This is an optimization exercise on Yosys and OpenROAD, whose aim is small area and a short achievable clock period, not a production implementation. Where RTL was checked, it was by simulation tests only, not by an equivalence proof against the original. The RTL of run 1 was laid out without a check of its function. Power figures rest on the tool's default switching activity, not on a simulated workload.

## flow/design.v (module list and top-level ports; edited modules follow where they fit)
// module INV_X1: 3 lines
// module AND2_X1: 3 lines
// module AND3_X1: 3 lines
// module AND4_X1: 3 lines
// module OR2_X1: 3 lines
// module OR3_X1: 3 lines
// module OR4_X1: 3 lines
// module XOR2_X1: 3 lines
// module XNOR2_X1: 3 lines
// module FA_X1: 4 lines
// module ff1: 11 lines
// module unsigned_cmp: 13 lines
// module reg_: 24 lines
// module adder: 19 lines
// module up_down_counter: 32 lines
// module onehot_mux: 18 lines
// module dec_: 9 lines
// module and8: 10 lines
// module and16: 10 lines
// module and32: 10 lines
// module and_: 142 lines
// module or8: 10 lines
// module or16: 10 lines
// module or32: 10 lines
// module or_: 142 lines
// module extend_first1: 14 lines
// module shift_queue: 216 lines
// module inv: 9 lines
// module nor_: 16 lines
// module integer_issue: 480 lines
// module signed_cmp: 13 lines
// module bitwise_and: 14 lines
// module bitwise_or: 14 lines
// module xor_: 8 lines
// module bitwise_xor: 14 lines
// module mux_: 37 lines
// module bitwise_inv: 13 lines
// module integer_execute: 478 lines
// module int_backend: 260 lines
module int_backend (
    input  wire        clk,
    input  wire        rst_aL,
    input  wire        flush,
    output wire        dispatch_ready,
    input  wire        dispatch_valid,
    input  wire [189:0] dispatch_data,
    input  wire        ld_broadcast_valid,
    input  wire [3:0]  ld_broadcast_rob_id,
    input  wire [31:0] ld_broadcast_reg_data,
    output wire        issue_valid,
    output wire [3:0]  issue_rob_id,
    output wire        execute_valid,
    output wire        alu_broadcast_valid,
    output wire [3:0]  alu_broadcast_rob_id,
    output wire [31:0] alu_broadcast_reg_data,
    output wire        alu_npc_wb_valid,
    output wire        alu_npc_mispred,
    output wire [31:0] alu_npc
);
  // ...
==> flow/flow/run.sh <==
#!/bin/bash
# The standard layout (standard.sh: standard synthesis and ORFS), with
# two changes to how the layout is made:
#  - timing repair aims past the clock (setup over-fix margin), so the tools
#    size and buffer the design for speed instead of stopping at 24 ns;
#  - the port buffers are plain buffer cells instead of delay cells.
# The SDC (clock period, I/O delays, loads) is the standard flow's, unchanged.
# Each tool's full log is under orfs/logs/; make's output is in make_standard.log.
set -euo pipefail
export SETUP_SLACK_MARGIN=17
export BUFFER_PORTS_ARGS="-buffer_cell sky130_fd_sc_hd__buf_2"
bash standard.sh > make_standard.log 2>&1
==> flow/standard.sh <==
#!/bin/bash
# synth_recipe.tcl (not shown) runs the flow's synth.tcl, then flattens the netlist and writes it again
# the make line also repeats each setting of config.mk as NAME=value (left out here)
make -C /OpenROAD-flow-scripts/flow DESIGN_CONFIG=/design/flow/config.mk WORK_HOME=/design/flow/orfs CLKGATE_MAP_FILE= SYNTH_SCRIPT=/design/flow/synth_recipe.tcl "${@:-finish}"
==> flow/config.mk <==
export PLATFORM = sky130hd
export DESIGN_NAME = int_backend
export DESIGN_NICKNAME = int_backend
export VERILOG_FILES = /design/flow/design.v
export SDC_FILE = /design/flow/constraint.sdc
export NUM_CORES = 4
export LEC_CHECK = 0
export CAP_MARGIN = 20
export CELL_PAD_IN_SITES_DETAIL_PLACEMENT = 1
export CELL_PAD_IN_SITES_GLOBAL_PLACEMENT = 2
export CORE_MARGIN = 2
export CORE_UTILIZATION = 40
export CTS_BUF_LIST = sky130_fd_sc_hd__clkbuf_8
export CTS_CLUSTER_SIZE = 24
export GPL_ROUTABILITY_DRIVEN = 1
export GPL_TIMING_DRIVEN = 1
export PLACE_DENSITY = 0.55
export SLEW_MARGIN = 20
==> flow/constraint.sdc <==
create_clock -name core_clock -period 24.0 [get_ports {clk}]
set_input_delay 4.8000 -clock core_clock [delete_from_list [all_inputs] [get_ports {clk}]]
set_output_delay 4.8000 -clock core_clock [all_outputs]
set_load 0.01 [all_outputs]
==> results.json, run 1 <==
{
  "clock_sinks": 1359,
  "grt-ovfl-total": 0,
  "crit-reg2reg-launch": "sel[3]",
  "fraction_of_power_consumed_by_combinational_cells": 0.325,
  "pwr.group.sequential_uw": 2820,
  "critPathSlowestCell": "sky130_fd_sc_hd__and4_1",
  "area_of_the_die_mm2": 0.1852,
  "hold-worst-slack_ps": 505.7,
  "clock_latency_at_the_later_pin_of_the_worst_skew_pair_ps": 1060,
  "rsz_0062_raised_after_global_routing": "yes",
  "totalPowerFinal_uw": 7342,
  "power.static_leakage_uw": 0.03402,
  "diodes": 33,
  "final_min_period_over_clock_period": 0.3483,
  "synth.avg_cell_area_um2": 10.20,
  "p_int_uw": 4672,
  "reg2reg_setup_slack_ps": 16140,
  "antenna_found_initial": 72,
  "cellPowerDensity_mw_per_mm2": 82.93,
  "synth_top_cell_by_area": "sky130_fd_sc_hd__edfxtp_1",
  "clock_buffer_count": 250,
  "wirelength_met1_mm": 151.9,
  "globalRouteMet2Util": 0.6093,
  "crit_family": "simple AND/OR/NAND/NOR gates",
  "hold_viol": 0,
  "rows": 156,
  "switching_power_uw": 2670,
  "clock_skew_ps": 98.71,
  "number_of_placed_instances_with_taps_included": 9229,
  "clock_power_share": 0.292,
  "yosysSeqAreaShare": 0.5468,
  "cp_num_buf_inv": 6,
  "run_status": "finished clean",
  "initial_core_util": 0.4022
}
==> module int_backend, before the edit <==
module int_backend (
    input  wire        clk,
    input  wire        rst_aL,
    input  wire        flush,
    output wire        dispatch_ready,
    input  wire        dispatch_valid,
    input  wire [189:0] dispatch_data,
    input  wire        ld_broadcast_valid,
    input  wire [3:0]  ld_broadcast_rob_id,
    input  wire [31:0] ld_broadcast_reg_data,
    output wire        issue_valid,
    output wire [3:0]  issue_rob_id,
    output wire        execute_valid,
    output wire        alu_broadcast_valid,
    output wire [3:0]  alu_broadcast_rob_id,
    output wire [31:0] alu_broadcast_reg_data,
    output wire        alu_npc_wb_valid,
    output wire        alu_npc_mispred,
    output wire [31:0] alu_npc
);
    localparam N = 8;
    wire        d_s1v   = dispatch_data[189];
    wire [3:0]  d_s1id  = dispatch_data[188:185];
    wire        d_s1r   = dispatch_data[184];
    wire [31:0] d_s1d   = dispatch_data[183:152];
    wire        d_s2v   = dispatch_data[151];
    wire [3:0]  d_s2id  = dispatch_data[150:147];
    wire        d_s2r   = dispatch_data[146];
    wire [31:0] d_s2d   = dispatch_data[145:114];
    wire [3:0]  d_rob   = dispatch_data[112:109];
    wire [31:0] d_imm   = dispatch_data[108:77];
    wire [31:0] d_pc    = dispatch_data[76:45];
    wire [2:0]  d_f3    = dispatch_data[44:42];
    wire [7:0]  d_fl    = {dispatch_data[41],    
                           dispatch_data[40],    
                           dispatch_data[38],    
                           dispatch_data[37],    
                           dispatch_data[36],    
                           dispatch_data[34],    
                           dispatch_data[33],    
                           dispatch_data[32]};   
    reg [N-1:0]  valid;
    reg [N-1:0]          s1v;
    reg [N-1:0] [3:0]    s1id;
    reg [N-1:0]          s1r;
    reg [N-1:0] [31:0]   s1d;
    reg [N-1:0]          s2v;
    reg [N-1:0] [3:0]    s2id;
    reg [N-1:0]          s2r;
    reg [N-1:0] [31:0]   s2d;
    reg [N-1:0] [3:0]    rob;
    reg [N-1:0] [31:0]   imm;
    reg [N-1:0] [31:0]   pc;
    reg [N-1:0] [2:0]    f3;
    reg [N-1:0] [7:0]    fl;
    reg [N*N-1:0] older;
    reg          ex_valid_q, bc_valid_q, wb_valid_q;
    reg [3:0]    rob_q;
    wire [31:0]  dst;
    reg  [N-1:0] sel;           
    reg          issue_valid_q;
    assign issue_valid = issue_valid_q;
    reg        q_s1v, q_s2v;
    reg [3:0]  q_s1id, q_s2id, q_rob;
    reg [31:0] q_s1d, q_s2d, q_imm, q_pc;
    reg [2:0]  q_f3;
    reg [7:0]  q_fl;
    always_comb begin
        q_s1v = 1'b0; q_s1id = 4'b0; q_s1d = 32'b0;
        q_s2v = 1'b0; q_s2id = 4'b0; q_s2d = 32'b0;
        q_rob = 4'b0; q_imm = 32'b0; q_pc = 32'b0; q_f3 = 3'b0; q_fl = 8'b0;
        for (int s = 0; s < N; s++) begin
            q_s1id = q_s1id | ({4{sel[s]}}  & s1id[s]);
            q_s1d  = q_s1d  | ({32{sel[s]}} & s1d[s]);
            q_s2id = q_s2id | ({4{sel[s]}}  & s2id[s]);
            q_s2d  = q_s2d  | ({32{sel[s]}} & s2d[s]);
            q_rob  = q_rob  | ({4{sel[s]}}  & rob[s]);
            q_imm  = q_imm  | ({32{sel[s]}} & imm[s]);
            q_pc   = q_pc   | ({32{sel[s]}} & pc[s]);
            q_f3   = q_f3   | ({3{sel[s]}}  & f3[s]);
            q_fl   = q_fl   | ({8{sel[s]}}  & fl[s]);
        end
    end
    assign issue_rob_id = q_rob;
    wire full = &valid;
    assign dispatch_ready = ~full | issue_valid;
    wire enq = dispatch_valid & dispatch_ready;
    wire [N-1:0] free = ~valid;
    wire [N-1:0] free_first;
    for (genvar s = 0; s < N; s++) begin : g_ff
        if (s == 0) assign free_first[s] = free[0];
        else        assign free_first[s] = free[s] & ~|free[s-1:0];
    end
    wire [N-1:0] tgt = full ? sel : free_first;
    wire        alu_bc_v  = bc_valid_q;
    wire [3:0]  alu_bc_id = rob_q;
    wire [31:0] alu_bc_d  = dst;
    wire [N-1:0] valid_d = flush ? {N{1'b0}} : ((valid & ~sel) | (tgt & {N{enq}}));
    wire [N-1:0] s1v_d, s1r_d, s2v_d, s2r_d;
    wire [N*N-1:0] older_d;
    for (genvar s = 0; s < N; s++) begin : g_slot
        wire wake1 = issue_valid & s1v[s] & ~s1r[s] & (q_s1id == s1id[s]);
        wire wake2 = issue_valid & s2v[s] & ~s2r[s] & (q_s2id == s2id[s]);
        wire ld1   = ld_broadcast_valid & s1v[s] & ~s1r[s] & (ld_broadcast_rob_id == s1id[s]);
        wire ld2   = ld_broadcast_valid & s2v[s] & ~s2r[s] & (ld_broadcast_rob_id == s2id[s]);
        wire alu1  = alu_bc_v & s1v[s] & s1r[s] & (alu_bc_id == s1id[s]);
        wire alu2  = alu_bc_v & s2v[s] & s2r[s] & (alu_bc_id == s2id[s]);
        assign s1v_d[s] = tgt[s] ? d_s1v : s1v[s];
        assign s2v_d[s] = tgt[s] ? d_s2v : s2v[s];
        assign s1r_d[s] = tgt[s] ? d_s1r : (s1r[s] | wake1 | ld1);
        assign s2r_d[s] = tgt[s] ? d_s2r : (s2r[s] | wake2 | ld2);
        always_ff @(posedge clk) begin
            s1v[s] <= s1v_d[s];
            s2v[s] <= s2v_d[s];
            s1r[s] <= s1r_d[s];
            s2r[s] <= s2r_d[s];
            if (tgt[s]) begin
                s1id[s] <= d_s1id;
                s1d[s]  <= d_s1d;
                s2id[s] <= d_s2id;
                s2d[s]  <= d_s2d;
                rob[s]  <= d_rob;
                imm[s]  <= d_imm;
                pc[s]   <= d_pc;
                f3[s]   <= d_f3;
                fl[s]   <= d_fl;
            end else begin
                if (ld1)       s1d[s] <= ld_broadcast_reg_data;
                else if (alu1) s1d[s] <= alu_bc_d;
                if (ld2)       s2d[s] <= ld_broadcast_reg_data;
                else if (alu2) s2d[s] <= alu_bc_d;
            end
        end
        for (genvar o = s + 1; o < N; o++) begin : g_age
            assign older_d[s*N+o] = tgt[s] ? 1'b0 : tgt[o] ? 1'b1 : older[s*N+o];
            always_ff @(posedge clk) older[s*N+o] <= older_d[s*N+o];
        end
    end
    wire [N-1:0] rdy_d;
    for (genvar s = 0; s < N; s++) begin : g_rdy
        assign rdy_d[s] = valid_d[s] & (~s1v_d[s] | s1r_d[s]) & (~s2v_d[s] | s2r_d[s]);
    end
    wire [N-1:0] sel_d;
    for (genvar s = 0; s < N; s++) begin : g_sel
        wire [N-1:0] blk;
        for (genvar o = 0; o < N; o++) begin : g_o
            if (o < s)      assign blk[o] = rdy_d[o] & older_d[o*N+s];
            else if (o > s) assign blk[o] = rdy_d[o] & ~older_d[s*N+o];
            else            assign blk[o] = 1'b0;
        end
        assign sel_d[s] = rdy_d[s] & ~|blk;
    end
    always_ff @(posedge clk or negedge rst_aL) begin
        if (!rst_aL) begin
            valid         <= '0;
            sel           <= '0;
            issue_valid_q <= 1'b0;
        end else begin
            valid         <= valid_d;
            sel           <= sel_d;
            issue_valid_q <= |rdy_d;
        end
    end
    wire b1_ld  = ld_broadcast_valid & (ld_broadcast_rob_id == q_s1id);
    wire b1_alu = alu_bc_v & (alu_bc_id == q_s1id);
    wire b2_ld  = ld_broadcast_valid & (ld_broadcast_rob_id == q_s2id);
    wire b2_alu = alu_bc_v & (alu_bc_id == q_s2id);
    wire [31:0] src1 = b1_ld ? ld_broadcast_reg_data : b1_alu ? alu_bc_d : q_s1d;
    wire [31:0] src2 = b2_ld ? ld_broadcast_reg_data : b2_alu ? alu_bc_d : q_s2d;
    wire is_r    = q_fl[7];
    wire is_i    = q_fl[6];
    wire is_b    = q_fl[5];
    wire is_j    = q_fl[4];
    wire is_sub  = q_fl[3];
    wire is_lui  = q_fl[2];
    wire is_jalr = q_fl[1];
    wire bdp     = q_fl[0];
    wire [31:0] op1  = (is_r | is_i) ? src1 : is_lui ? 32'b0 : q_pc;
    wire        cin  = is_r & is_sub;
    wire [31:0] op2  = ~is_r ? q_imm : is_sub ? ~src2 : src2;
    wire [32:0] sum_x = {op1, 1'b1} + {op2, cin};
    wire [31:0] sum  = sum_x[32:1];
    wire        pc4sel = is_j | is_jalr;
    wire [31:0] pc4  = q_pc + 32'd4;
    wire [31:0] opb  = is_i ? q_imm : src2;
    wire        eq   = (src1 == opb);
    wire        lt   = (src1 < opb);
    wire [31:0] sll  = src1 << opb[4:0];
    wire [31:0] srl  = src1 >> opb[4:0];
    reg [31:0] m_d;
    always_comb begin
        if (pc4sel) m_d = pc4;
        else case (q_f3)
            3'd1:    m_d = sll;
            3'd2:    m_d = {31'b0, lt};
            3'd3:    m_d = {31'b0, lt};
            3'd4:    m_d = src1 ^ opb;
            3'd5:    m_d = srl;
            3'd6:    m_d = src1 | opb;
            default: m_d = src1 & opb;    
        endcase
    end
    wire use_sum = ~pc4sel & (q_f3 == 3'd0);
    reg br_taken;
    always_comb begin
        case (q_f3)
            3'd0: br_taken = eq;
            3'd1: br_taken = ~eq;
            3'd4: br_taken = lt;
            3'd5: br_taken = ~lt;
            3'd6: br_taken = lt;
            3'd7: br_taken = ~lt;
            default: br_taken = 1'b0;
        endcase
    end
    wire mispred = (bdp ^ br_taken) | is_jalr;
    reg [31:0] sum_q, m_q;
    reg        use_sum_q, jalr_q, mispred_q;
    always_ff @(posedge clk or negedge rst_aL) begin
        if (!rst_aL) begin
            ex_valid_q <= 1'b0;
            bc_valid_q <= 1'b0;
            wb_valid_q <= 1'b0;
            rob_q      <= 4'b0;
            sum_q      <= 32'b0;
            m_q        <= 32'b0;
            use_sum_q  <= 1'b1;
            jalr_q     <= 1'b0;
            mispred_q  <= 1'b1;
        end else if (flush) begin
            ex_valid_q <= 1'b0;
            bc_valid_q <= 1'b0;
            wb_valid_q <= 1'b0;
            rob_q      <= 4'b0;
            sum_q      <= 32'b0;
            m_q        <= 32'b0;
            use_sum_q  <= 1'b1;
            jalr_q     <= 1'b0;
            mispred_q  <= 1'b1;
        end else begin
            ex_valid_q <= issue_valid;
            bc_valid_q <= issue_valid & ~is_b;
            wb_valid_q <= is_b | is_jalr;
            rob_q      <= q_rob;
            sum_q      <= sum;
            m_q        <= m_d;
            use_sum_q  <= use_sum;
            jalr_q     <= is_jalr;
            mispred_q  <= mispred;
        end
    end
    assign dst = use_sum_q ? sum_q : m_q;
    assign execute_valid          = ex_valid_q;
    assign alu_broadcast_valid    = bc_valid_q;
    assign alu_broadcast_rob_id   = rob_q;
    assign alu_broadcast_reg_data = dst;
    assign alu_npc_wb_valid       = wb_valid_q;
    assign alu_npc_mispred        = mispred_q;
    assign alu_npc                = {sum_q[31:1], sum_q[0] & ~jalr_q};
endmodule
==> run 2: changes to the inputs <==
--- a/flow/design.v
+++ b/flow/design.v
@@ -2165,21 +2165,34 @@
         end
         assign sel_d[s] = rdy_d[s] & ~|blk;
     end
+    wire         bc_valid_d = ~flush & issue_valid & ~q_fl[5];
+    wire [N-1:0] eqa1, eqa2;
+    for (genvar s = 0; s < N; s++) begin : g_eqa
+        wire [3:0] id1_d = tgt[s] ? d_s1id : s1id[s];
+        wire [3:0] id2_d = tgt[s] ? d_s2id : s2id[s];
+        assign eqa1[s] = (id1_d == q_rob);
+        assign eqa2[s] = (id2_d == q_rob);
+    end
+    reg b1_alu_q, b2_alu_q;
     always_ff @(posedge clk or negedge rst_aL) begin
         if (!rst_aL) begin
             valid         <= '0;
             sel           <= '0;
             issue_valid_q <= 1'b0;
+            b1_alu_q      <= 1'b0;
+            b2_alu_q      <= 1'b0;
         end else begin
             valid         <= valid_d;
             sel           <= sel_d;
             issue_valid_q <= |rdy_d;
+            b1_alu_q      <= bc_valid_d & |(sel_d & eqa1);
+            b2_alu_q      <= bc_valid_d & |(sel_d & eqa2);
         end
     end
     wire b1_ld  = ld_broadcast_valid & (ld_broadcast_rob_id == q_s1id);
-    wire b1_alu = alu_bc_v & (alu_bc_id == q_s1id);
+    wire b1_alu = b1_alu_q;
     wire b2_ld  = ld_broadcast_valid & (ld_broadcast_rob_id == q_s2id);
-    wire b2_alu = alu_bc_v & (alu_bc_id == q_s2id);
+    wire b2_alu = b2_alu_q;
     wire [31:0] src1 = b1_ld ? ld_broadcast_reg_data : b1_alu ? alu_bc_d : q_s1d;
     wire [31:0] src2 = b2_ld ? ld_broadcast_reg_data : b2_alu ? alu_bc_d : q_s2d;
     wire is_r    = q_fl[7];
@@ -2193,13 +2206,18 @@
     wire [31:0] op1  = (is_r | is_i) ? src1 : is_lui ? 32'b0 : q_pc;
     wire        cin  = is_r & is_sub;
     wire [31:0] op2  = ~is_r ? q_imm : is_sub ? ~src2 : src2;
-    wire [32:0] sum_x = {op1, 1'b1} + {op2, cin};
-    wire [31:0] sum  = sum_x[32:1];
+    wire [17:0] lo_x  = {1'b0, op1[15:0], 1'b1} + {1'b0, op2[15:0], cin};
+    wire [16:0] lo    = lo_x[17:1];
+    wire [15:0] hi0   = op1[31:16] + op2[31:16];
+    wire [16:0] hi1_x = {op1[31:16], 1'b1} + {op2[31:16], 1'b1};
+    wire [15:0] hi1   = hi1_x[16:1];
     wire        pc4sel = is_j | is_jalr;
     wire [31:0] pc4  = q_pc + 32'd4;
     wire [31:0] opb  = is_i ? q_imm : src2;
-    wire        eq   = (src1 == opb);
-    wire        lt   = (src1 < opb);
+    wire        eq_hi = (src1[31:16] == opb[31:16]);
+    wire        eq_lo = (src1[15:0]  == opb[15:0]);
+    wire        lt_hi = (src1[31:16] <  opb[31:16]);
+    wire        lt_lo = (src1[15:0]  <  opb[15:0]);
     wire [31:0] sll  = src1 << opb[4:0];
     wire [31:0] srl  = src1 >> opb[4:0];
     reg [31:0] m_d;
@@ -2207,69 +2225,101 @@
         if (pc4sel) m_d = pc4;
         else case (q_f3)
             3'd1:    m_d = sll;
-            3'd2:    m_d = {31'b0, lt};
-            3'd3:    m_d = {31'b0, lt};
             3'd4:    m_d = src1 ^ opb;
             3'd5:    m_d = srl;
             3'd6:    m_d = src1 | opb;
-            default: m_d = src1 & opb;    
+            3'd7:    m_d = src1 & opb;
+            default: m_d = 32'b0;         
         endcase
     end
     wire use_sum = ~pc4sel & (q_f3 == 3'd0);
-    reg br_taken;
-    always_comb begin
-        case (q_f3)
-            3'd0: br_taken = eq;
-            3'd1: br_taken = ~eq;
-            3'd4: br_taken = lt;
-            3'd5: br_taken = ~lt;
-            3'd6: br_taken = lt;
-            3'd7: br_taken = ~lt;
-            default: br_taken = 1'b0;
-        endcase
-    end
-    wire mispred = (bdp ^ br_taken) | is_jalr;
-    reg [31:0] sum_q, m_q;
-    reg        use_sum_q, jalr_q, mispred_q;
+    wire use_lt  = ~pc4sel & (q_f3[2:1] == 2'b01);
+    wire f3_none = (q_f3[2:1] == 2'b01);
+    wire mp_one  = is_jalr | (f3_none & bdp);
+    wire mp_zero = ~is_jalr & f3_none & ~bdp;
+    wire mp_inv  = bdp ^ ((q_f3 == 3'd1) | (q_f3 == 3'd5) | (q_f3 == 3'd7));
+    wire mp_eq   = ~q_f3[2];
+    reg [15:0] lo_q, hi0_q, hi1_q;
+    reg        c16_q;
+    reg [31:0] m_q;
+    reg        use_sum_q, use_lt_q, jalr_q;
+    reg        eq_hi_q, eq_lo_q, lt_hi_q, lt_lo_q;
+    reg        mp_one_q, mp_zero_q, mp_inv_q, mp_eq_q;
     always_ff @(posedge clk or negedge rst_aL) begin
         if (!rst_aL) begin
             ex_valid_q <= 1'b0;
             bc_valid_q <= 1'b0;
             wb_valid_q <= 1'b0;
             rob_q      <= 4'b0;
-            sum_q      <= 32'b0;
+            lo_q       <= 16'd0;
+            c16_q      <= 1'b0;
+            hi0_q      <= 16'd0;
+            hi1_q      <= 16'd1;
             m_q        <= 32'b0;
             use_sum_q  <= 1'b1;
+            use_lt_q   <= 1'b0;
             jalr_q     <= 1'b0;
-            mispred_q  <= 1'b1;
+            eq_hi_q    <= 1'b1;
+            eq_lo_q    <= 1'b1;
+            lt_hi_q    <= 1'b0;
+            lt_lo_q    <= 1'b0;
+            mp_one_q   <= 1'b0;
+            mp_zero_q  <= 1'b0;
+            mp_inv_q   <= 1'b0;
+            mp_eq_q    <= 1'b1;
         end else if (flush) begin
             ex_valid_q <= 1'b0;
             bc_valid_q <= 1'b0;
             wb_valid_q <= 1'b0;
             rob_q      <= 4'b0;
-            sum_q      <= 32'b0;
+            lo_q       <= 16'd0;
+            c16_q      <= 1'b0;
+            hi0_q      <= 16'd0;
+            hi1_q      <= 16'd1;
             m_q        <= 32'b0;
             use_sum_q  <= 1'b1;
+            use_lt_q   <= 1'b0;
             jalr_q     <= 1'b0;
-            mispred_q  <= 1'b1;
+            eq_hi_q    <= 1'b1;
+            eq_lo_q    <= 1'b1;
+            lt_hi_q    <= 1'b0;
+            lt_lo_q    <= 1'b0;
+            mp_one_q   <= 1'b0;
+            mp_zero_q  <= 1'b0;
+            mp_inv_q   <= 1'b0;
+            mp_eq_q    <= 1'b1;
         end else begin
             ex_valid_q <= issue_valid;
             bc_valid_q <= issue_valid & ~is_b;
             wb_valid_q <= is_b | is_jalr;
             rob_q      <= q_rob;
-            sum_q      <= sum;
+            lo_q       <= lo[15:0];
+            c16_q      <= lo[16];
+            hi0_q      <= hi0;
+            hi1_q      <= hi1;
             m_q        <= m_d;
             use_sum_q  <= use_sum;
+            use_lt_q   <= use_lt;
             jalr_q     <= is_jalr;
-            mispred_q  <= mispred;
+            eq_hi_q    <= eq_hi;
+            eq_lo_q    <= eq_lo;
+            lt_hi_q    <= lt_hi;
+            lt_lo_q    <= lt_lo;
+            mp_one_q   <= mp_one;
+            mp_zero_q  <= mp_zero;
+            mp_inv_q   <= mp_inv;
+            mp_eq_q    <= mp_eq;
         end
     end
-    assign dst = use_sum_q ? sum_q : m_q;
+    wire [31:0] sum = {c16_q ? hi1_q : hi0_q, lo_q};
+    wire eq = eq_hi_q & eq_lo_q;
+    wire lt = lt_hi_q | (eq_hi_q & lt_lo_q);
+    assign dst = use_sum_q ? sum : {m_q[31:1], m_q[0] | (use_lt_q & lt)};
     assign execute_valid          = ex_valid_q;
     assign alu_broadcast_valid    = bc_valid_q;
     assign alu_broadcast_rob_id   = rob_q;
     assign alu_broadcast_reg_data = dst;
     assign alu_npc_wb_valid       = wb_valid_q;
-    assign alu_npc_mispred        = mispred_q;
-    assign alu_npc                = {sum_q[31:1], sum_q[0] & ~jalr_q};
+    assign alu_npc_mispred        = mp_one_q | (~mp_zero_q & (mp_inv_q ^ (mp_eq_q ? eq : lt)));
+    assign alu_npc                = {sum[31:1], sum[0] & ~jalr_q};
 endmodule
==> flow/flow/run.sh (replaced) <==
#!/bin/bash
# The standard layout (standard.sh: the standard flow's synthesis script and ORFS),
# with three changes to how the layout is made:
#  - synthesis leaves adders to Yosys's parallel-prefix mapping and abc
#    instead of extracting full/half-adder cells (ADDER_MAP_FILE empty);
#    registers, their names and cell types are unchanged;
#  - timing repair aims past the clock (setup over-fix margin), so the tools
#    size and buffer the design for speed instead of stopping at 24 ns;
#  - the port buffers are plain buffer cells instead of delay cells.
# The SDC (clock period, I/O delays, loads) is the standard flow's, unchanged.
# Each tool's full log is under orfs/logs/; make's output is in make_standard.log.
set -euo pipefail
export ADDER_MAP_FILE=
export SETUP_SLACK_MARGIN=17
export BUFFER_PORTS_ARGS="-buffer_cell sky130_fd_sc_hd__buf_2"
bash standard.sh > make_standard.log 2>&1
--- a/flow/config.mk
+++ b/flow/config.mk
@@ -10,9 +10,11 @@
 export CELL_PAD_IN_SITES_GLOBAL_PLACEMENT = 2
 export CORE_MARGIN = 2
 export CORE_UTILIZATION = 40
-export CTS_BUF_LIST = sky130_fd_sc_hd__clkbuf_8
-export CTS_CLUSTER_SIZE = 24
+export CTS_BUF_LIST = sky130_fd_sc_hd__clkbuf_16
+export CTS_CLUSTER_DIAMETER = 50
+export CTS_CLUSTER_SIZE = 16
 export GPL_ROUTABILITY_DRIVEN = 1
 export GPL_TIMING_DRIVEN = 1
 export PLACE_DENSITY = 0.55
 export SLEW_MARGIN = 20
+export TNS_END_PERCENT = 3
==> run 2 against run 1 <==
Global-route usage is 3.0 points lower. Design area is 2.9% lower. Total power is 1.2% lower. Sequential power hardly changed. Worst setup slack better by 610 ps. Maximum frequency is 7.8% higher. Highest routed layer unchanged.
==> results.json, run 2 <==
{
  "rows": 159,
  "clock_skew_ps": 37.17,
  "rr_endpoint": "lo_q[13]",
  "final_slew_violations": 0,
  "dieWidth_um": 437.9,
  "crit-reg2reg-launch": "sel[2]",
  "initial_core_util": 0.4018,
  "nets_final": 7477,
  "hold_viol": 0,
  "die-height_um": 437.9,
  "peakVddDrop_uv": 58.45,
  "grt-ovfl-total": 0,
  "drt-wirelength-per-cell_um": 35.25,
  "grt_start_max_net_pins": 144,
  "yosysWarningCount": 1,
  "cellPowerDensity_mw_per_mm2": 84.43,
  "clock_latency_at_the_later_pin_of_the_worst_skew_pair_ps": 860,
  "clockBufferDepth": 3,
  "critPathLaunchType": "input port",
  "critical_path_arrival_ps": 8420,
  "numCtsBuffers": 170,
  "reg2reg_setup_slack_ps": 17930,
  "power.static_leakage_uw": 0.03303,
  "destination_of_the_critical_timing_path": "m_q[25]",
  "ys_dominant_reg_cell": "sky130_fd_sc_hd__edfxtp_1",
  "area.sequential_mm2": 0.03983,
  "crit_type": "in2reg",
  "post_synth_xor_area_fraction": 0.04469,
  "ctsHtreeMaxLevel": 4,
  "worst_hold_path_type": "reg2reg",
  "synth_enable_flop_cells": 1144,
  "synth_top_cell_by_area": "sky130_fd_sc_hd__edfxtp_1",
  "crit_path_max_fanout": 8,
  "fraction_of_final_layout_cells_sized_beyond_drive_strength_1": 0.1631,
  "path_cells": "buf_12 > buf_12 > or3_4 > a211oi_4 > buf_12 > buf_16 > nand2_8 > mux2i_4 > buf_12 > buf_4 > mux2i_1 > mux2i_2 > mux2i_1 > a22oi_1 > nor2_1 > o21ai_0 > o221ai_1",
  "numPortBuffers": 273,
  "area_of_the_die_mm2": 0.1918,
  "clkSlewWorstSetupHoldPaths_ps": 50,
  "netlist-cell-type-count": 116,
  "slew_headroom": 0.2454,
  "worst-slew-pin-transition_ps": 1127,
  "synth_top_family_by_area": "compound AO/OA/AOI/OAI gates",
  "drt-vias-per-instance": 6.272,
  "cts_tree": "built",
  "yosysMostFrequentCell": "sky130_fd_sc_hd__edfxtp_1",
  "final_period_minus_worst_setup_slack_ps": 7754,
  "synth-simple-area-share": 0.1268,
  "async_reset_ff_frac": 0.08514,
  "via_count": 62138,
  "synth_top_cell_area_share": 0.4562,
  "synth.top_cells.by_area": "sky130_fd_sc_hd__edfxtp_1 (46%), sky130_fd_sc_hd__a22oi_1 (6.2%), sky130_fd_sc_hd__mux2i_1 (5.5%), sky130_fd_sc_hd__nand2_1 (5.2%), sky130_fd_sc_hd__o21ai_0 (4.5%)",
  "final-setup-viol-count": 0,
  "first_global_vias": 61940,
  "io-pin-count": 309,
  "synth_seq_cells": 1386,
  "synth.avg_cell_area_um2": 10.28,
  "critPathSlowestCell": "sky130_fd_sc_hd__or3_4",
  "critPathCaptureType": "flip-flop",
  "slowest_delay_ps": 410,
  "fillCellCount": 20178,
  "yosysSeqAreaShare": 0.5284,
  "grt_use_total": 0.3572,
  "post-dp-hpwl_mm": 213.8,
  "detailed_place.area_mm2": 0.07812,
  "f_max_mhz": 129.0,
  "synth.mux.area_fraction": 0.06867,
  "drt-initial-drc-count": 6105,
  "fp.coreArea_mm2": 0.1874,
  "postSynthNetCount": 7556,
  "design_area_mm2": 0.08593,
  "synthToLayoutAreaGrowth_pct": 14.10,
  "crit_top_cell": "sky130_fd_sc_hd__buf_12",
  "leading_cell_type_in_the_layout_fill_and_taps_excluded": "sky130_fd_sc_hd__edfxtp_1",
  "final_min_period_over_clock_period": 0.3231,
  "dr.pass1.iters": 8,
  "area_fraction_in_compound_gates_after_synthesis": 0.1728,
  "final_cell_mix": "sky130_fd_sc_hd__edfxtp_1 (1144), sky130_fd_sc_hd__nand2_1 (1033), sky130_fd_sc_hd__o21ai_0 (671), sky130_fd_sc_hd__a22oi_1 (620), sky130_fd_sc_hd__nor2_1 (490)",
  "yosys.area_share.adder": 0.004270,
  "combined_area_of_all_synthesized_cells_mm2": 0.07531,
  "postCtsHoldBufs": 0,
  "wirelength_mm": 349.2,
  "root_buffer": "sky130_fd_sc_hd__clkbuf_16",
  "startpoint": "ld_broadcast_rob_id[2]",
  "gp_congestion": 0.9253,
  "layout_setup_ws_ps": 16250,
  "antenna_found_initial": 74,
  "run_status": "finished clean",
  "max_cap_violations": 0,
  "multi_input_area_mm2": 0.03270,
  "rsz_0062_raised_after_global_routing": "yes",
  "drt.antenna.violating_nets": 0,
  "grt_pass1_wl_mm": 488.4,
  "synthCells": 7325,
  "drt_drc_violations_left": 0,
  "synth.top_cells.by_count": "sky130_fd_sc_hd__edfxtp_1 (1144), sky130_fd_sc_hd__nand2_1 (1036), sky130_fd_sc_hd__o21ai_0 (681)",
  "required_ps": 24660,
  "worstRegToRegCells": 16,
  "clock_sinks": 1386,
  "timing.setup.tns_ps": 0,
  "post-place-ws_ps": 14270
}
run 2: kinds of logic (layout without fill, tap and decap cells):
kind of cell | count (synthesis) | after routing
AO/OA/AOI/OAI | 2020 | 2022
other | 0 | 23
multiplexers | 503 | 503
adder cells (fa/ha/maj) | 30 | 30
XOR/XNOR | 377 | 377
AND/OR/NAND/NOR | 2132 | 2134
buffers and inverters | 877 | 937
flip-flops | 1386 | 1386
run 2: repair_timing:
item | in CTS | in global routing
gates cloned | 9 | 0
setup buffers | 52 | 6
resized for setup | 198 | 25
pin swaps | 27 | 3
endpoints found under the setup margin | 145 | 124
run 2: final cells by class:
class | instances | share of cell area
clock buffers | 171 | 0.04980
well taps | 2495 | 0.03633
multi-input cells | 5066 | 0.3805
inverters | 92 | 0.004659
repair buffers | 530 | 0.04670
clock inverters | 144 | 0.01781
diodes | 23 | 0.0006698
flip-flops and latches | 1386 | 0.4635
run 2: layer usage:
metal | GRT usage | wire length [um]
met5 | 0 | 208
met2 | 0.5731 | 161600
met3 | 0.05446 | 23940
met1 | 0.4852 | 149200
met4 | 0.1411 | 14230
run 2: worst min path at each step:
stage	start	to	slack, ps	depth (start not counted)
after floorplan	older[39]	older[39]	460	2
final	older[1]	older[1]	510	2
after detailed placement	older[5]	older[5]	490	2
after global placement	older[5]	older[5]	490	2
after global routing	older[6]	older[6]	530	2
after CTS	older[7]	older[7]	510	2
run 2: critical path, delay by kind of cell:
kind	cells	cell delay [ps]
AND/OR/NAND/NOR	3	620
buffers and inverters	6	930
AO/OA/AOI/OAI	4	1200
multiplexers	4	820
run 2: metrics by stage:
step,hold WS [ps],total power (uW),util,std cells
after global placement,489.2,4435,0.4169,9501
final,511.6,7255,0.4585,9907
after floorplan,462.4,3857,-,7325
after CTS,510.4,7243,0.4574,9877
after global routing,528.0,7485,0.4584,9901
after detailed placement,495.0,4468,0.4169,9501
run 2: report_power, final:
group	total, uW	leakage [uW]	internal (uW)	switching (uW)
sequential	2850	0.0132	2770	79.7
combinational	1720	0.0170	555	1170
clock	2690	0.00284	1530	1160
==> run 3: changes to the inputs <==
--- a/flow/config.mk
+++ b/flow/config.mk
@@ -10,11 +10,10 @@
 export CELL_PAD_IN_SITES_GLOBAL_PLACEMENT = 2
 export CORE_MARGIN = 2
 export CORE_UTILIZATION = 40
-export CTS_BUF_LIST = sky130_fd_sc_hd__clkbuf_16
-export CTS_CLUSTER_DIAMETER = 50
-export CTS_CLUSTER_SIZE = 16
+export CTS_BUF_LIST = sky130_fd_sc_hd__clkbuf_8
+export CTS_CLUSTER_SIZE = 24
 export GPL_ROUTABILITY_DRIVEN = 1
 export GPL_TIMING_DRIVEN = 1
 export PLACE_DENSITY = 0.55
 export SLEW_MARGIN = 20
-export TNS_END_PERCENT = 3
+export TNS_END_PERCENT = 10
==> run 3 against run 2 <==
Synthesized cell count did not move. Sequential share of layout area fell by 0.64 points. Total power fell by 5.7%. Design area rose by 1.4%. Combinational power rose by 11%. Worst setup slack improved by 48 ps. First-iteration DRC count rose by 11%. Worst hold slack got worse by 5.4 ps. Non-clock buffer count rose by 136. Maximum frequency rose by 0.63%. Final cell count rose by 2.7%. Die area did not move.
==> results.json, run 3 <==
{
  "grt-ovfl-total": 0,
  "worst-slew-pin-transition_ps": 1171,
  "grt_start_max_net_pins": 144,
  "crit-reg2reg-launch": "sel[3]",
  "critical_path_arrival_ps": 8580,
  "final-setup-viol-count": 0,
  "netlist-cell-type-count": 116,
  "synthToLayoutAreaGrowth_pct": 15.71,
  "async_reset_ff_frac": 0.08514,
  "slew_headroom": 0.2196,
  "ys_dominant_reg_cell": "sky130_fd_sc_hd__edfxtp_1",
  "crit_type": "in2reg",
  "yosysWarningCount": 1,
  "dr.pass1.iters": 6,
  "fp.coreArea_mm2": 0.1874,
  "peakVddDrop_uv": 48.70,
  "yosysSeqAreaShare": 0.5284,
  "run_status": "finished clean",
  "die-height_um": 437.9,
  "hold_path_startpoint": "older[6]",
  "final_period_minus_worst_setup_slack_ps": 7705,
  "synth.mux.area_fraction": 0.06867,
  "required_ps": 24870,
  "initial_core_util": 0.4018,
  "crit_path_max_fanout": 8,
  "hold_viol": 0,
  "dieWidth_um": 437.9,
  "synthCells": 7325,
  "globalRouteMet1Util": 0.4990,
  "combined_area_of_all_synthesized_cells_mm2": 0.07531,
  "synth-simple-area-share": 0.1268,
  "post-dp-hpwl_mm": 212.2,
  "design_area_mm2": 0.08713,
  "synth.top_cells.by_count": "sky130_fd_sc_hd__edfxtp_1 (1144), sky130_fd_sc_hd__nand2_1 (1036), sky130_fd_sc_hd__o21ai_0 (681)",
  "postSynthNetCount": 7556,
  "drt_drc_violations_left": 0,
  "fillCellCount": 20432,
  "synth_enable_flop_cells": 1144,
  "final_min_period_over_clock_period": 0.3211,
  "cts_tree": "built",
  "io-pin-count": 309,
  "wirelength_mm": 364.9,
  "first_global_vias": 63284,
  "drt-vias-per-instance": 6.323,
  "top_usage_layer": "met2",
  "synth.top_cells.by_area": "sky130_fd_sc_hd__edfxtp_1 (46%), sky130_fd_sc_hd__a22oi_1 (6.2%), sky130_fd_sc_hd__mux2i_1 (5.5%), sky130_fd_sc_hd__nand2_1 (5.2%), sky130_fd_sc_hd__o21ai_0 (4.5%)",
  "leading_cell_type_in_the_layout_fill_and_taps_excluded": "sky130_fd_sc_hd__edfxtp_1",
  "power.static_leakage_uw": 0.03408,
  "area_fraction_in_compound_gates_after_synthesis": 0.1728,
  "clkSlewWorstSetupHoldPaths_ps": 60,
  "postCtsHoldBufs": 0,
  "synth_top_family_by_area": "compound AO/OA/AOI/OAI gates",
  "root_buffer": "sky130_fd_sc_hd__clkbuf_8",
  "clock_sinks": 1386,
  "synth.avg_cell_area_um2": 10.28,
  "numCtsBuffers": 240,
  "clock_skew_ps": 73.04,
  "fraction_of_final_layout_cells_sized_beyond_drive_strength_1": 0.1814,
  "via_count": 64332,
  "grt_use_total": 0.3704,
  "yosys.area_share.adder": 0.004270,
  "synth_seq_cells": 1386,
  "clock_latency_at_the_later_pin_of_the_worst_skew_pair_ps": 1060,
  "rows": 159,
  "worst_hold_path_type": "reg2reg",
  "detailed_place.area_mm2": 0.07809,
  "timing.setup.tns_ps": 0,
  "area_of_the_die_mm2": 0.1918,
  "numPortBuffers": 273,
  "globalRouteMet2Util": 0.5843,
  "yosysMostFrequentCell": "sky130_fd_sc_hd__edfxtp_1",
  "gp_congestion": 0.9229,
  "grt_pass1_wl_mm": 505.0,
  "post_synth_xor_area_fraction": 0.04469,
  "final_cell_mix": "sky130_fd_sc_hd__edfxtp_1 (1144), sky130_fd_sc_hd__nand2_1 (1032), sky130_fd_sc_hd__o21ai_0 (663), sky130_fd_sc_hd__a22oi_1 (620), sky130_fd_sc_hd__nor2_1 (490)",
  "rsz_0062_raised_after_global_routing": "yes",
  "clockBufferDepth": 3,
  "max_cap_violations": 0,
  "antenna_found_initial": 78,
  "synth_top_cell_by_area": "sky130_fd_sc_hd__edfxtp_1",
  "synth_top_cell_area_share": 0.4562,
  "final_slew_violations": 0,
  "gr-usage-met3": 0.06894,
  "ctsHtreeMaxLevel": 4,
  "critPathCaptureType": "flip-flop",
  "drt-wirelength-per-cell_um": 35.86,
  "f_max_mhz": 129.8,
  "drt-initial-drc-count": 6791,
  "cellPowerDensity_mw_per_mm2": 78.48,
  "drt.antenna.violating_nets": 0,
  "critPathLaunchType": "input port",
  "startpoint": "ld_broadcast_rob_id[2]",
  "nets_final": 7683
}
==> run 3: cell counts after synthesis <==
No cell type changed its count.
==> run 3: layout make-up <==
| cell class | instances | area (um^2) | area share |
|---|---|---|---|
| Sequential cell | 1386 | 39830 | 0.4571 |
| Multi-Input combinational cell | 5066 | 33140 | 0.3804 |
| Timing Repair Buffer | 666 | 6072 | 0.06969 |
| Clock buffer | 256 | 3523 | 0.04044 |
| Tap cell | 2495 | 3122 | 0.03583 |
| Clock inverter | 187 | 958.4 | 0.01100 |
| Inverter | 92 | 416.7 | 0.004782 |
| Antenna cell | 27 | 67.56 | 0.0007754 |
==> run 3: kinds of logic (layout without fill, tap and decap cells) <==
group	after synthesis	after routing
mux	503	503
other cells	0	27
fa+ha+maj	30	30
buf+inv	877	1201
xor+xnor	377	377
compound gates	2020	2024
simple gates	2132	2132
flops	1386	1386
==> run 3: routing by layer <==
layer	wire, um	up-vias
met2	167300	2995
li1	-	27231
met3	30610	687
met1	151500	33393
met5	165	-
met4	15350	26
==> run 3: what timing repair did <==
item	CTS	global route
endpoints found under the setup margin	146	126
setup buffers	143	49
resized for setup	397	62
cloned	17	4
pin swaps	52	14
==> run 3: power by group <==
part           internal, uW  switching (uW)  total (uW)  leakage [uW]
clock network          1030            1060        2080       0.00271
registers              2770            74.2        2840        0.0132
logic                   664            1250        1910        0.0182
==> run 3: final timing paths <==
kind,end,slack [ps],cells past startpoint
worst min-delay path,older[6],510,2
worst min register to register,older[6],510,2
worst max-delay path,m_q[12],16290,15
worst max register to register,m_q[12],17950,20
min in group asynchronous,hi1_q[15],3720,1
max in group asynchronous,sel[7],18670,2
==> run 3: metrics by stage <==
| step | util | instances | hold slack (ps) | power, uW | setup slack, ps |
|---|---|---|---|---|---|
| 3_3_place_gp | 0.4167 | 9491 | 491.9 | 4434 | 14080 |
| 4_1_cts | 0.4601 | 10094 | 504.6 | 6763 | 16370 |
| 6_report | 0.4650 | 10175 | 506.2 | 6838 | 16290 |
| 3_5_place_dp | 0.4167 | 9491 | 494.0 | 4465 | 14040 |
| 5_1_grt | 0.4649 | 10168 | 527.3 | 7076 | 16400 |
| 2_1_floorplan | - | 7325 | 462.4 | 3857 | 16360 |
==> run 3: critical path, cell delays in order <==
cell and delay (ps):
sky130_fd_sc_hd__buf_12 100, sky130_fd_sc_hd__buf_12 120, sky130_fd_sc_hd__or3_4 400, sky130_fd_sc_hd__buf_6 130, sky130_fd_sc_hd__a211o_4 450, sky130_fd_sc_hd__buf_4 210, sky130_fd_sc_hd__or3_1 410, sky130_fd_sc_hd__nand2_2 200
sky130_fd_sc_hd__mux2i_1 150, sky130_fd_sc_hd__mux2i_1 370, sky130_fd_sc_hd__mux2i_1 230, sky130_fd_sc_hd__mux2i_1 310, sky130_fd_sc_hd__o32ai_1 130, sky130_fd_sc_hd__a21oi_1 370, sky130_fd_sc_hd__o21ai_0 160
==> run 4: changes to the inputs <==
--- a/flow/design.v
+++ b/flow/design.v
@@ -2218,8 +2218,8 @@
     wire        eq_lo = (src1[15:0]  == opb[15:0]);
     wire        lt_hi = (src1[31:16] <  opb[31:16]);
     wire        lt_lo = (src1[15:0]  <  opb[15:0]);
-    wire [31:0] sll  = src1 << opb[4:0];
-    wire [31:0] srl  = src1 >> opb[4:0];
+    wire [31:0] sll  = src1 << {opb[4:1], 1'b0};
+    wire [31:0] srl  = src1 >> {opb[4:1], 1'b0};
     reg [31:0] m_d;
     always_comb begin
         if (pc4sel) m_d = pc4;
@@ -2234,6 +2234,11 @@
     end
     wire use_sum = ~pc4sel & (q_f3 == 3'd0);
     wire use_lt  = ~pc4sel & (q_f3[2:1] == 2'b01);
+    wire pk_hi1  = use_sum & lo[16];                          
+    wire pk_hi0  = use_sum & ~lo[16];                         
+    wire pk_l1   = ~pc4sel & (q_f3 == 3'd1) & opb[0];         
+    wire pk_r1   = ~pc4sel & (q_f3 == 3'd5) & opb[0];         
+    wire pk_m    = ~use_sum & ~pk_l1 & ~pk_r1;                
     wire f3_none = (q_f3[2:1] == 2'b01);
     wire mp_one  = is_jalr | (f3_none & bdp);
     wire mp_zero = ~is_jalr & f3_none & ~bdp;
@@ -2243,6 +2248,7 @@
     reg        c16_q;
     reg [31:0] m_q;
     reg        use_sum_q, use_lt_q, jalr_q;
+    reg        pk_hi1_q, pk_hi0_q, pk_l1_q, pk_r1_q, pk_m_q;
     reg        eq_hi_q, eq_lo_q, lt_hi_q, lt_lo_q;
     reg        mp_one_q, mp_zero_q, mp_inv_q, mp_eq_q;
     always_ff @(posedge clk or negedge rst_aL) begin
@@ -2258,6 +2264,11 @@
             m_q        <= 32'b0;
             use_sum_q  <= 1'b1;
             use_lt_q   <= 1'b0;
+            pk_hi1_q   <= 1'b0;
+            pk_hi0_q   <= 1'b1;
+            pk_l1_q    <= 1'b0;
+            pk_r1_q    <= 1'b0;
+            pk_m_q     <= 1'b0;
             jalr_q     <= 1'b0;
             eq_hi_q    <= 1'b1;
             eq_lo_q    <= 1'b1;
@@ -2279,6 +2290,11 @@
             m_q        <= 32'b0;
             use_sum_q  <= 1'b1;
             use_lt_q   <= 1'b0;
+            pk_hi1_q   <= 1'b0;
+            pk_hi0_q   <= 1'b1;
+            pk_l1_q    <= 1'b0;
+            pk_r1_q    <= 1'b0;
+            pk_m_q     <= 1'b0;
             jalr_q     <= 1'b0;
             eq_hi_q    <= 1'b1;
             eq_lo_q    <= 1'b1;
@@ -2300,6 +2316,11 @@
             m_q        <= m_d;
             use_sum_q  <= use_sum;
             use_lt_q   <= use_lt;
+            pk_hi1_q   <= pk_hi1;
+            pk_hi0_q   <= pk_hi0;
+            pk_l1_q    <= pk_l1;
+            pk_r1_q    <= pk_r1;
+            pk_m_q     <= pk_m;
             jalr_q     <= is_jalr;
             eq_hi_q    <= eq_hi;
             eq_lo_q    <= eq_lo;
@@ -2314,7 +2335,13 @@
     wire [31:0] sum = {c16_q ? hi1_q : hi0_q, lo_q};
     wire eq = eq_hi_q & eq_lo_q;
     wire lt = lt_hi_q | (eq_hi_q & lt_lo_q);
-    assign dst = use_sum_q ? sum : {m_q[31:1], m_q[0] | (use_lt_q & lt)};
+    wire [15:0] hi_pick = ({16{pk_hi1_q}} & hi1_q) | ({16{pk_hi0_q}} & hi0_q);
+    wire [31:0] sum_pick = {hi_pick, {16{use_sum_q}} & lo_q};
+    assign dst = sum_pick
+               | ({32{pk_l1_q}} & {m_q[30:0], 1'b0})
+               | ({32{pk_r1_q}} & {1'b0, m_q[31:1]})
+               | ({32{pk_m_q}}  & m_q)
+               | {31'b0, use_lt_q & lt};
     assign execute_valid          = ex_valid_q;
     assign alu_broadcast_valid    = bc_valid_q;
     assign alu_broadcast_rob_id   = rob_q;
==> flow/flow/run.sh (replaced) <==
#!/bin/bash
# The standard layout (standard.sh: the standard flow's synthesis script and ORFS),
# with these changes to how the layout is made:
#  - synthesis leaves adders to Yosys's parallel-prefix mapping and abc
#    instead of extracting full/half-adder cells (ADDER_MAP_FILE empty);
#    registers, their names and cell types are unchanged;
#  - timing repair aims past the clock (setup over-fix margin), so the tools
#    size and buffer the design for speed instead of stopping at 24 ns;
#  - the port buffers are plain buffer cells instead of delay cells;
#  - clock tree: larger sink clusters on clkbuf_8, no dummy loads.
# The SDC (clock period, I/O delays, loads) is the standard flow's, unchanged.
# Each tool's full log is under orfs/logs/; make's output is in make_standard.log.
set -euo pipefail
export ADDER_MAP_FILE=
export SETUP_SLACK_MARGIN=17
export BUFFER_PORTS_ARGS="-buffer_cell sky130_fd_sc_hd__buf_2"
export CTS_ARGS="-sink_clustering_enable -repair_clock_nets -sink_clustering_size 18 -sink_clustering_max_diameter 70 -buf_list sky130_fd_sc_hd__clkbuf_8 -dont_use_dummy_load"
bash standard.sh > make_standard.log 2>&1
--- a/flow/config.mk
+++ b/flow/config.mk
@@ -10,10 +10,8 @@
 export CELL_PAD_IN_SITES_GLOBAL_PLACEMENT = 2
 export CORE_MARGIN = 2
 export CORE_UTILIZATION = 40
-export CTS_BUF_LIST = sky130_fd_sc_hd__clkbuf_8
-export CTS_CLUSTER_SIZE = 24
-export GPL_ROUTABILITY_DRIVEN = 1
+export GPL_ROUTABILITY_DRIVEN = 0
 export GPL_TIMING_DRIVEN = 1
 export PLACE_DENSITY = 0.55
 export SLEW_MARGIN = 20
-export TNS_END_PERCENT = 10
+export TNS_END_PERCENT = 0
==> run 4 against run 3 <==
Largest cell class unchanged. Combinational power decreased by 17%. Die area fell by 2.1%. Clock skew is 48 ps higher. First-iteration DRC count is 7.4% lower. Final cell count fell by 3.3%. Still clean. Highest routed layer unchanged. Register-to-register slack worse by 720 ps. Global-route usage fell by 1.4 points. Utilization fell by 2.6 points. Synthesized area is 2.1% lower. Non-clock buffer count is 141 lower.
==> results.json, run 4 <==
{
  "numPortBuffers": 273,
  "max_cap_violations": 0,
  "first_global_vias": 61203,
  "multi_input_area_mm2": 0.03134,
  "drt-initial-drc-count": 6291,
  "ctsHtreeMaxLevel": 3,
  "grt_use_total": 0.3564,
  "final_min_period_over_clock_period": 0.3202,
  "critPathLaunchType": "flip-flop",
  "post-dp-hpwl_mm": 214.5,
  "dieWidth_um": 433.3,
  "timing.setup.tns_ps": 0,
  "synth.avg_cell_area_um2": 9.807,
  "run_status": "finished clean",
  "combined_area_of_all_synthesized_cells_mm2": 0.07373,
  "grt_start_max_net_pins": 152,
  "cts_tree": "built",
  "final-setup-viol-count": 0,
  "critPathCaptureType": "primary output",
  "rsz_0062_raised_after_global_routing": "yes",
  "clock_sinks": 1391,
  "hold_viol": 0,
  "power.static_leakage_uw": 0.02930,
  "netlist-cell-type-count": 88,
  "cellPowerDensity_mw_per_mm2": 70.78,
  "yosysMostFrequentCell": "sky130_fd_sc_hd__edfxtp_1",
  "worst-slew-pin-transition_ps": 1223,
  "design_area_mm2": 0.08034,
  "final_util": 0.4388,
  "clkSlewWorstSetupHoldPaths_ps": 110,
  "synth_top_cell_area_share": 0.4659,
  "drt.antenna.violating_nets": 0,
  "antenna_found_initial": 46,
  "wirelength_mm": 341.6,
  "hold_depth": 2,
  "clock_skew_ps": 121.3,
  "grt-ovfl-total": 0,
  "fraction_of_final_layout_cells_sized_beyond_drive_strength_1": 0.1285,
  "hold-worst-slack_ps": 509.1,
  "critical_path_arrival_ps": 2890,
  "crit_type": "reg2out",
  "synth_enable_flop_cells": 1144,
  "yosysSeqAreaShare": 0.5414,
  "initial_core_util": 0.4027,
  "root_buffer": "sky130_fd_sc_hd__clkbuf_8",
  "yosysWarningCount": 1,
  "final_cell_mix": "sky130_fd_sc_hd__edfxtp_1 (1144), sky130_fd_sc_hd__nand2_1 (1090), sky130_fd_sc_hd__o21ai_0 (742), sky130_fd_sc_hd__nor2_1 (646), sky130_fd_sc_hd__a22oi_1 (643)",
  "async_reset_ff_frac": 0.08843,
  "synth.top_cells.by_area": "sky130_fd_sc_hd__edfxtp_1 (47%), sky130_fd_sc_hd__a22oi_1 (6.6%), sky130_fd_sc_hd__nand2_1 (5.6%), sky130_fd_sc_hd__o21ai_0 (5.1%), sky130_fd_sc_hd__dfrtp_1 (4.0%)",
  "drt-wirelength-per-cell_um": 34.73,
  "drt_drc_violations_left": 0,
  "synth_seq_cells": 1391,
  "final_period_minus_worst_setup_slack_ps": 7686,
  "via_count": 61982,
  "synthCells": 7518,
  "dr.pass1.iters": 6,
  "postSynthNetCount": 7749,
  "final_slew_violations": 0,
  "worst_hold_path_type": "reg2reg",
  "clockBufferDepth": 3,
  "detailed_place.area_mm2": 0.07681,
  "area_of_the_die_mm2": 0.1878,
  "die-height_um": 433.3,
  "slew_headroom": 0.1847,
  "io-pin-count": 309,
  "area.sequential_mm2": 0.03996,
  "worstRegToRegCells": 16,
  "synth.top_cells.by_count": "sky130_fd_sc_hd__edfxtp_1 (1144), sky130_fd_sc_hd__nand2_1 (1095), sky130_fd_sc_hd__o21ai_0 (757)",
  "numCtsBuffers": 119,
  "synth_top_cell_by_area": "sky130_fd_sc_hd__edfxtp_1",
  "fp.coreArea_mm2": 0.1831,
  "postCtsHoldBufs": 0,
  "grt_pass1_wl_mm": 476.2,
  "synthToLayoutAreaGrowth_pct": 8.958,
  "peakVddDrop_uv": 48.67,
  "rows": 157,
  "fillCellCount": 20265,
  "required_ps": 19200,
  "leading_cell_type_in_the_layout_fill_and_taps_excluded": "sky130_fd_sc_hd__edfxtp_1",
  "f_max_mhz": 130.1,
  "nets_final": 7580,
  "ys_dominant_reg_cell": "sky130_fd_sc_hd__edfxtp_1",
  "clock_latency_at_the_later_pin_of_the_worst_skew_pair_ps": 970,
  "drt-vias-per-instance": 6.302,
  "crit_path_max_fanout": 6
}
[run 4: changes by cell type after synthesis, sizes merged, moves of 22 or more]
cell	previous run	this run
nand3	93	47
o22ai	28	70
nand2	1043	1096
a21oi	324	502
a31oi	73	51
mux2i	420	140
clkbuf	434	553
nor2	500	651
o21ai	697	763
mux2	83	50
buf	351	262
[run 4: area by class of cell]
class                           instances  share of cell area
Sequential cell                      1391              0.4974
Multi-Input combinational cell       5226              0.3901
Timing Repair Buffer                  525             0.04848
Tap cell                             2464             0.03838
Clock buffer                          119             0.02039
Inverter                               86            0.004532
Antenna cell                           25           0.0007787
[run 4: final timing paths]
kind | from | to | slack, ps
max reg2reg | sel[0] | m_q[31] | 17230
min in group asynchronous | rst_aL | lo_q[4] | 3860
max in group asynchronous | rst_aL | b1_alu_q | 18590
min reg2reg | older[5] | older[5] | 510
min | older[5] | older[5] | 510
max | pk_r1_q | alu_broadcast_reg_data[0] | 16310
[run 4: metrics by stage]
stage          setup WS (ps)  power [uW]  instances
2_1_floorplan          16140        3792       7518
3_3_place_gp           13750        4359       9633
3_5_place_dp           13730        4390       9633
4_1_cts                16290        5643       9784
5_1_grt                16320        5903       9826
6_report               16310        5686       9836
[run 4: per-layer routing]
layer / share of wire / GRT usage
met5: 0.00046 / 0
met4: 0.046 / 0.1502
met3: 0.072 / 0.05487
met2: 0.46 / 0.5722
met1: 0.42 / 0.4793
[run 4: repair_timing]
action                     CTS  global route
pin swaps                    4            13
buffers inserted            31            25
cloned                       1             2
resized for setup          115           150
setup endpoints to repair  258           241
[run 4: cells by family (layout without fill, tap and decap cells)]
kind of cell,after synthesis,after routing,synth area share
adders and majority gates,32,32,0.004344
other,0,25,0
xor gates and xnor gates,395,395,0.04692
and+or+nand+nor,2305,2305,0.1365
DFF,1391,1391,0.5414
AOI/OAI and AO/OA,2304,2304,0.1927
muxes,190,190,0.02690
buffers and inverters,901,730,0.05116
[run 4: power breakdown]
part | total [uW] | internal (uW) | switching (uW) | leakage (uW)
Combinational | 1580 | 492 | 1090 | 0.0152
Clock | 1250 | 438 | 815 | 0.000856
Sequential | 2850 | 2770 | 85.5 | 0.0133
[run 4: worst max-delay path, cell delays in order (launching register included)]
cell                       delay [ps]
sky130_fd_sc_hd__dfrtp_2          450
sky130_fd_sc_hd__buf_12           150
sky130_fd_sc_hd__a222oi_1         760
sky130_fd_sc_hd__o21a_1           270
sky130_fd_sc_hd__buf_12           150
sky130_fd_sc_hd__inv_4             40
sky130_fd_sc_hd__buf_6            110
==> run 5: changes to the inputs <==
--- a/flow/flow/run.sh
+++ b/flow/flow/run.sh
@@ -13,6 +13,6 @@
 set -euo pipefail
 export ADDER_MAP_FILE=
 export SETUP_SLACK_MARGIN=17
-export BUFFER_PORTS_ARGS="-buffer_cell sky130_fd_sc_hd__buf_2"
+export BUFFER_PORTS_ARGS="-buffer_cell sky130_fd_sc_hd__buf_1"
 export CTS_ARGS="-sink_clustering_enable -repair_clock_nets -sink_clustering_size 18 -sink_clustering_max_diameter 70 -buf_list sky130_fd_sc_hd__clkbuf_8 -dont_use_dummy_load"
 bash standard.sh > make_standard.log 2>&1
--- a/flow/config.mk
+++ b/flow/config.mk
@@ -5,7 +5,7 @@
 export SDC_FILE = /design/flow/constraint.sdc
 export NUM_CORES = 4
 export LEC_CHECK = 0
-export CAP_MARGIN = 20
+export CAP_MARGIN = 10
 export CELL_PAD_IN_SITES_DETAIL_PLACEMENT = 1
 export CELL_PAD_IN_SITES_GLOBAL_PLACEMENT = 2
 export CORE_MARGIN = 2
@@ -13,5 +13,5 @@
 export GPL_ROUTABILITY_DRIVEN = 0
 export GPL_TIMING_DRIVEN = 1
 export PLACE_DENSITY = 0.55
-export SLEW_MARGIN = 20
+export SLEW_MARGIN = 10
 export TNS_END_PERCENT = 0
==> run 5 against run 4 <==
Still clean on timing, DRC and antenna. Sequential share of layout area down 0.085 points. Clock power up 5%. Sequential cell count is the same. Total power rose by 1.2%. Via count increased by 1.6%. Largest power group unchanged.
==> results.json, run 5 <==
{
  "synth-simple-area-share": 0.1365,
  "power_frac_seq": 0.496,
  "area_of_the_die_mm2": 0.1878,
  "antenna_found_initial": 39,
  "ys_dominant_reg_cell": "sky130_fd_sc_hd__edfxtp_1",
  "area_fraction_in_compound_gates_after_synthesis": 0.1927,
  "first_global_vias": 61791,
  "wirelength_met1_mm": 147.8,
  "final_min_period_over_clock_period": 0.3185,
  "critPathSlowestCell": "sky130_fd_sc_hd__a21oi_1",
  "ctsHtreeMaxLevel": 4,
  "drt_drc_violations_left": 0,
  "wl_met3_mm": 25.14,
  "critPathCaptureType": "flip-flop",
  "detailed_place.area_mm2": 0.07658,
  "grt_pass1_wl_mm": 479.7,
  "worst-slew-pin-transition_ps": 1319,
  "critical_path_arrival_ps": 8370,
  "synthToLayoutAreaGrowth_pct": 9.145,
  "peakVddDrop_uv": 57.02,
  "number_of_placed_instances_with_taps_included": 9655,
  "io-pin-count": 309,
  "final-setup-viol-count": 0,
  "power.static_leakage_uw": 0.02882,
  "final_cell_mix": "sky130_fd_sc_hd__edfxtp_1 (1144), sky130_fd_sc_hd__nand2_1 (1091), sky130_fd_sc_hd__o21ai_0 (744), sky130_fd_sc_hd__nor2_1 (645), sky130_fd_sc_hd__a22oi_1 (643)",
  "final-instance-count-excl-fill": 9887,
  "layout_setup_ws_ps": 16350,
  "postSynthNetCount": 7749,
  "met2WireLength_mm": 157.1,
  "root_buffer": "sky130_fd_sc_hd__clkbuf_8",
  "combined_area_of_all_synthesized_cells_mm2": 0.07373,
  "hold_viol": 0,
  "p_int_uw": 3747,
  "dr.pass1.iters": 6,
  "synth_top_cell_by_area": "sky130_fd_sc_hd__edfxtp_1",
  "post-place-ws_ps": 13930,
  "clock_latency_at_the_later_pin_of_the_worst_skew_pair_ps": 990,
  "fp.coreArea_mm2": 0.1831,
  "max_cap_violations": 0,
  "drt.antenna.violating_nets": 0,
  "synth.avg_cell_area_um2": 9.807,
  "cp_num_buf_inv": 4,
  "grt_start_max_net_pins": 138,
  "clockBufferDepth": 3,
  "cts_tree": "built",
  "yosysWarningCount": 1,
  "synth_top_cell_area_share": 0.4659,
  "clock_power_share": 0.228,
  "drt-vias-per-instance": 6.370,
  "synth.mux.area_fraction": 0.02690,
  "via_count": 62979,
  "async_reset_ff_frac": 0.08843,
  "slowest_delay_ps": 690,
  "synth_enable_flop_cells": 1144,
  "highest_layer": "met5",
  "leading_cell_type_in_the_layout_fill_and_taps_excluded": "sky130_fd_sc_hd__edfxtp_1",
  "drt-initial-drc-count": 6471,
  "required_ps": 24730,
  "post_synth_xor_area_fraction": 0.04692,
  "f_max_mhz": 130.8,
  "synth.top_cells.by_area": "sky130_fd_sc_hd__edfxtp_1 (47%), sky130_fd_sc_hd__a22oi_1 (6.6%), sky130_fd_sc_hd__nand2_1 (5.6%), sky130_fd_sc_hd__o21ai_0 (5.1%), sky130_fd_sc_hd__dfrtp_1 (4.0%)",
  "critPathLaunchType": "input port",
  "fillCellCount": 20249,
  "run_status": "finished clean",
  "fraction_of_power_consumed_by_combinational_cells": 0.275,
  "netlist-cell-type-count": 88,
  "synth.top_cells.by_count": "sky130_fd_sc_hd__edfxtp_1 (1144), sky130_fd_sc_hd__nand2_1 (1095), sky130_fd_sc_hd__o21ai_0 (757)",
  "drt-wirelength-per-cell_um": 34.84,
  "fraction_of_final_layout_cells_sized_beyond_drive_strength_1": 0.09695,
  "cellPowerDensity_mw_per_mm2": 71.50,
  "clkSlewWorstSetupHoldPaths_ps": 90,
  "clock_skew_ps": 132.1,
  "final_slew_violations": 0,
  "die-height_um": 433.3,
  "slew_headroom": 0.1209,
  "yosys.area_share.adder": 0.004344,
  "dieWidth_um": 433.3,
  "final_period_minus_worst_setup_slack_ps": 7645,
  "synthCells": 7518,
  "grt_use_total": 0.3599,
  "nets_final": 7639,
  "yosysSeqAreaShare": 0.5414,
  "numCtsBuffers": 130,
  "crit_path_max_fanout": 10,
  "wirelength_mm": 344.4,
  "rows": 157,
  "postCtsHoldBufs": 0,
  "timing.setup.tns_ps": 0,
  "crit_type": "in2reg",
  "path_cells": "buf_1 > buf_12 > inv_2 > or3_1 > and3_4 > buf_12 > a21oi_1 > nor2_1 > o21ai_0 > mux2i_1 > nor2_1 > a31oi_1 > a221oi_1 > o22ai_1",
  "design_area_mm2": 0.08047,
  "yosysMostFrequentCell": "sky130_fd_sc_hd__edfxtp_1",
  "power.switching_fraction": 0.3487,
  "grt-ovfl-total": 0,
  "initial_core_util": 0.4027,
  "crit_family": "compound AO/OA/AOI/OAI gates",
  "numPortBuffers": 273,
  "rsz_0062_raised_after_global_routing": "yes",
  "switching_power_uw": 2006,
  "worst_hold_path_type": "reg2reg",
  "post-dp-hpwl_mm": 215.4,
  "synth_seq_cells": 1391,
  "synth_top_family_by_area": "compound AO/OA/AOI/OAI gates",
  "clock_sinks": 1391
}
run 5: cell count changes in the layout (fill, tap and decap cells not counted), sizes merged:
cell,before,now
buf,519,562
nand4,174,175
clkbuf,124,137
inv,85,82
diode,25,17
clkinvlp,1,4
bufbuf,1,3
run 5: per-stage QoR:
stage            util  power, uW  hold slack, ps
2_1_floorplan       -       3792           444.8
3_3_place_gp   0.4183       4338           476.8
3_5_place_dp   0.4183       4374           486.1
4_1_cts        0.4360       5723           502.8
5_1_grt        0.4395       5966           532.5
6_report       0.4396       5754           498.0
run 5: cell type report:
type | instances | area, um^2 | area share
inverter | 86 | 377.9 | 0.004695
sequential | 1391 | 39960 | 0.4965
antenna | 17 | 42.54 | 0.0005286
tap | 2464 | 3083 | 0.03831
multi-input combinational | 5227 | 31270 | 0.3886
timing repair buffer | 572 | 3949 | 0.04907
clock buffer | 130 | 1789 | 0.02223
run 5: cells by family (layout without fill, tap and decap cells):
group,after synthesis,count (layout)
XOR/XNOR,395,395
AO/OA/AOI/OAI,2304,2304
adder cells (fa/ha/maj),32,32
flip-flops,1391,1391
AND/OR/NAND/NOR,2305,2306
buffers and inverters,901,788
other,0,17
multiplexers,190,190
run 5: routing by layer:
metal,GRT usage,vias to the layer above
met5,0,-
met3,0.05628,554
met1,0.4968,32766
li1,-,27093
met2,0.5656,2544
met4,0.1437,22
run 5: what timing repair did:
action / CTS / global route
gates cloned: 4 / 2
setup buffers: 57 / 21
pin swaps: 10 / 5
gates resized for setup: 163 / 70
endpoints found under the setup margin: 293 / 311
run 5: worst reg2reg max path: cells and delay by family (launching register included):
family / cells / cell delay, ps
AOI/OAI and AO/OA: 2 / 620
DFF: 1 / 740
and+or+nand+nor: 10 / 3240
xor gates and xnor gates: 1 / 190
buffers and inverters: 3 / 2150
run 5: power by group through the flow:
stage	Sequential [uW]	Clock (uW)	Combinational, uW
after detailed placement	2910	0	1470
after floorplan	2850	0	940
after global placement	2910	0	1430
after global routing	2870	1410	1690
after CTS	2850	1340	1530
final	2860	1310	1580
run 5: final timing paths:
| path | from | end | slack (ps) | cells after the start |
|---|---|---|---|---|
| max reg2reg | sel[6] | m_q[31] | 16830 | 16 |
| min in group asynchronous | rst_aL | lo_q[6] | 3760 | 1 |
| max in group asynchronous | rst_aL | pk_r1_q | 19040 | 2 |
| min reg2reg | s2v[1] | s2v[1] | 500 | 2 |
| min | s2v[1] | s2v[1] | 500 | 2 |
| max | ld_broadcast_rob_id[0] | m_q[7] | 16350 | 14 |

-- static timing again, ports no longer ideal --
Ports are ideal in the flow. The routed layouts listed here were re-timed in OpenROAD.
Step 1: set_driving_cell puts a clkbuf_16 on clk and a buf_2 on each other input, an assumption about the parent block.
Step 2, shift: input delay + t, output delay - t, t = (earliest + latest rising clock arrival at the registers) / 2. This alone moves slack from input paths to output paths.
Three values: no drivers, after step 1, after step 2; two values: the first two.
| run | t, ns | slack for setup (ns) | hold WS [ns] | worst setup path after step 2 |
|---|---|---|---|---|
| run 1 | 1.105 | 15.641 / 15.675 / 14.570 | 0.506 / 0.506 / 0.506 | input to register |
| run 2 | 0.933 | 16.246 / 16.286 / 15.353 | 0.512 / 0.512 / 0.512 | input to register |
| run 3 | 1.105 | 16.295 / 16.332 / 15.227 | 0.506 / 0.506 / 0.506 | input to register |
| run 4 | 0.994 | 16.314 / 16.229 / 15.419 | 0.509 / 0.509 / 0.509 | input to register |
| run 5 | 1.009 | 16.355 / 16.354 / 15.399 | 0.498 / 0.498 / 0.498 | input to register |
After both steps setup and hold are still met in every run listed. The setup slack of run 1, which loses most, moves by +0.034 ns with the drivers and by -1.071 ns with both steps.
